Background: an optimization exercise with open tools, aiming at small area, a short achievable clock period and few clock cycles per item. Do not read the settings as production practice.
In this exercise RTL edits were held to simulation tests only and were not proved equivalent to the original.
The flow treats the clock pin as an ideal source. Dropping or thinning the clock tree relies on that and would not hold on a real chip.
Power figures rest on the tool's default switching activity, not on a simulated workload.

// main
module main(output [95:0] out,output reg [95:0]fec,output reg [15:0]crc,output reg status,input data,clock,start);
    reg [4:0]  c;        
    reg [31:0] m;        
    reg [15:0] R;        
    always @(posedge clock, posedge start) begin
        if (start) begin
            c      <= 5'd0;
            status <= 1'b0;
        end else begin
            c <= c + 1'b1;
            if (c == 5'd31) status <= 1'b1;
        end
    end
    always @(posedge clock) begin
        if (!status) m <= {data, m[31:1]};
    end
    wire fb = R[15] ^ data;
    always @(posedge clock) begin
        if (start) R <= 16'hFFFF;
        else if (!status) R <= {R[14]^fb, R[13:2], R[1]^fb, R[0], fb};
    end
    wire [47:0] u = {R[0],R[1],R[2],R[3],R[4],R[5],R[6],R[7],
                     R[8],R[9],R[10],R[11],R[12],R[13],R[14],R[15], m};
    wire [47:0] p, hi, lo;
    assign p[0] = u[0];
    assign hi[1:0] = u[1:0];
    assign lo[0] = u[0];
    assign lo[1] = p[1];
    genvar k;
    generate
        for (k = 1; k < 48; k = k + 1) begin : gp
            xor2 xp(p[k], u[k], u[k-1]);
        end
        for (k = 2; k < 48; k = k + 1) begin : gc
            xor2 xh(hi[k], u[k], p[k-2]);
            xor2 xl(lo[k], p[k], p[k-2]);
        end
    endgenerate
    integer i;
    always @* begin
        crc = R;
        for (i = 0; i < 48; i = i + 1) begin
            fec[95-2*i] = hi[i];
            fec[94-2*i] = lo[i];
        end
    end
    interleaver C(fec[23:0],fec[47:24],fec[71:48],fec[95:72],out);
endmodule
export LEC_CHECK = 0
export CAP_MARGIN = 20
export CORE_MARGIN = 2
export CORE_UTILIZATION = 40
export SETUP_SLACK_MARGIN = 3.1
export SLEW_MARGIN = 20
export SYNTH_HIERARCHICAL = 1
export SYNTH_MINIMUM_KEEP_SIZE = 0
create_clock -name core_clock -period 6.0 [get_ports {clock}]
standard.sh (not shown) runs the stock make flow with config.mk's settings and CLKGATE_MAP_FILE= SYNTH_SCRIPT=/design/flow/synth_recipe.tcl, a recipe that flattens the netlist after the stock synthesis.
==> flow/flow/run.sh <==
#!/bin/bash
# Standard ORFS layout (the standard.sh, unchanged synthesis), with the
# port buffers made from the smallest plain buffer instead of a delay cell.
set -euo pipefail
bash standard.sh 'BUFFER_PORTS_ARGS=-buffer_cell sky130_fd_sc_hd__buf_1' finish > standard_flow.log 2>&1
Testbench counts at the start, summed over its fixed seeds: cycles 16,896, messages 512.
Next try:
==> flow/flow/run.sh (replaced) <==
#!/bin/bash
# Standard ORFS layout (the standard.sh, unchanged synthesis), with the
# port buffers made from the smallest plain buffer instead of a delay cell,
# and a flat one-level clock distribution (flow/clk.tcl) instead of an H-tree.
set -euo pipefail
bash standard.sh 'BUFFER_PORTS_ARGS=-buffer_cell sky130_fd_sc_hd__buf_1' \
  "PRE_CTS_TCL=$PWD/flow/clk.tcl" finish > standard_flow.log 2>&1
==> flow/flow/clk.tcl (new file) <==
# Manual clock distribution, sourced before CTS in place of clock_tree_synthesis:
# the clock port drives NBUF clock buffers, each feeding the flip-flops of one
# vertical slice of the placement (every register sees the same one-buffer path).
set nbuf [expr {[info exists ::env(CLK_NBUF)] ? $::env(CLK_NBUF) : 2}]
set bufcell [expr {[info exists ::env(CLK_BUF)] ? $::env(CLK_BUF) : "sky130_fd_sc_hd__clkbuf_16"}]
set block [ord::get_db_block]
set clknet [$block findNet clock]
set sinks {}
foreach it [$clknet getITerms] {
  set inst [$it getInst]
  set b [$inst getBBox]
  lappend sinks [list $it [expr {([$b xMin] + [$b xMax]) / 2}] [expr {([$b yMin] + [$b yMax]) / 2}]]
}
set sinks [lsort -integer -index 1 $sinks]
set n [llength $sinks]
set master [[ord::get_db] findMaster $bufcell]
for {set g 0} {$g < $nbuf} {incr g} {
  set lo [expr {$g * $n / $nbuf}]
  set hi [expr {($g + 1) * $n / $nbuf - 1}]
  set grp [lrange $sinks $lo $hi]
  set sx 0; set sy 0
  foreach s $grp { incr sx [lindex $s 1]; incr sy [lindex $s 2] }
  set cx [expr {$sx / [llength $grp]}]
  set cy [expr {$sy / [llength $grp]}]
  set buf [odb::dbInst_create $block $master clkbuf_man_$g]
  set net [odb::dbNet_create $block clknet_man_$g]
  $net setSigType CLOCK
  [$buf findITerm A] connect $clknet
  [$buf findITerm X] connect $net
  foreach s $grp { set it [lindex $s 0]; $it disconnect; $it connect $net }
  $buf setLocation $cx $cy
  $buf setPlacementStatus PLACED
  puts "clock buffer $g: [llength $grp] sinks at $cx $cy"
}
set_propagated_clock [all_clocks]
proc clock_tree_synthesis {args} { puts "clock_tree_synthesis skipped: manual clock buffers" }
--- a/flow/config.mk
+++ b/flow/config.mk
@@ -10,2 +10 @@
-export CORE_UTILIZATION = 40
-export SETUP_SLACK_MARGIN = 3.1
+export CORE_UTILIZATION = 65
Result: Routed wire length came out lower by 1.3%; clock skew stays flat; via count came out higher by 0.70%; synthesized area does not change; first-iteration DRC count came out higher by 100%; setup slack is better by 0.078 ns; final cell count came out lower by 7.9%; total power came out lower by 13%; utilization came out higher by 25 points; die area came out lower by 37%; global-route usage came out higher by 7.4 points.
Next try:
==> flow/flow/run.sh (replaced) <==
#!/bin/bash
# Standard ORFS layout (the standard.sh, unchanged synthesis), with the
# port buffers made from the smallest plain buffer instead of a delay cell.
set -euo pipefail
bash standard.sh 'BUFFER_PORTS_ARGS=-buffer_cell sky130_fd_sc_hd__buf_1' finish > standard_flow.log 2>&1
--- a/flow/config.mk
+++ b/flow/config.mk
@@ -10 +10,4 @@
-export CORE_UTILIZATION = 65
+export CORE_UTILIZATION = 40
+export CTS_BUF_LIST = sky130_fd_sc_hd__clkbuf_16
+export CTS_CLUSTER_DIAMETER = 500
+export CTS_CLUSTER_SIZE = 100
removed: flow/flow/clk.tcl
Effect:
- The changed run completed with no timing, DRC or antenna violations
- cell count climbs by 8.4%
- cell area climbs by 3.8%
- core utilization drops by 26 points
- setup slack got worse by 0.14 ns
- flip-flop and latch count stays the same
- sequential share of layout area drops by 1.3 points
- routed wire length stays flat
- clock power climbs by 96%
- hold slack got worse by 0.0058 ns
- fmax drops by 4.7%
- critical path depth is unchanged
Next try:
--- a/flow/config.mk
+++ b/flow/config.mk
@@ -11,3 +11 @@
-export CTS_BUF_LIST = sky130_fd_sc_hd__clkbuf_16
-export CTS_CLUSTER_DIAMETER = 500
-export CTS_CLUSTER_SIZE = 100
+export SETUP_SLACK_MARGIN = 3.8
What happened: Non-clock buffer count rose by 69. Cell area rose by well over a third. Setup slack improves by 0.16 ns. Synthesized cell count is unchanged. Via count rose by roughly a tenth. Maximum frequency rose by a few percent.
The clock cells of the second run of this note come from the design's own scripts or RTL, not from TritonCTS.

-- what the ideal ports hide --
How much do the figures lean on ideal ports? The routed layouts below were timed once more, with nothing changed but the port constraints. Step 1, drivers: a clkbuf_16 drives clock and a buf_2 each remaining input, both assumed. Step 2, shift: input delay + t, output delay - t, t = (earliest + latest rising clock arrival at the registers) / 2. This alone moves slack from input paths to output paths. a / b / c = ideal ports / drivers / drivers and shift; a / b = the first two.
run	t (ns)	slack for setup (ns)	worst register clock-pin slew, ns	pins driven straight from the clock port
the first run	0.325	3.167 / 3.137 / 3.461	0.10 / 0.10	1
the second run	0.207	3.245 / 3.198 / 3.405	0.10 / 0.10	2
the third run	0.317	3.108 / 3.073 / 3.390	0.07 / 0.07	1
the fourth run	0.332	3.270 / 3.238 / 3.570	0.09 / 0.09	1
After both steps every run listed still meets setup and hold.
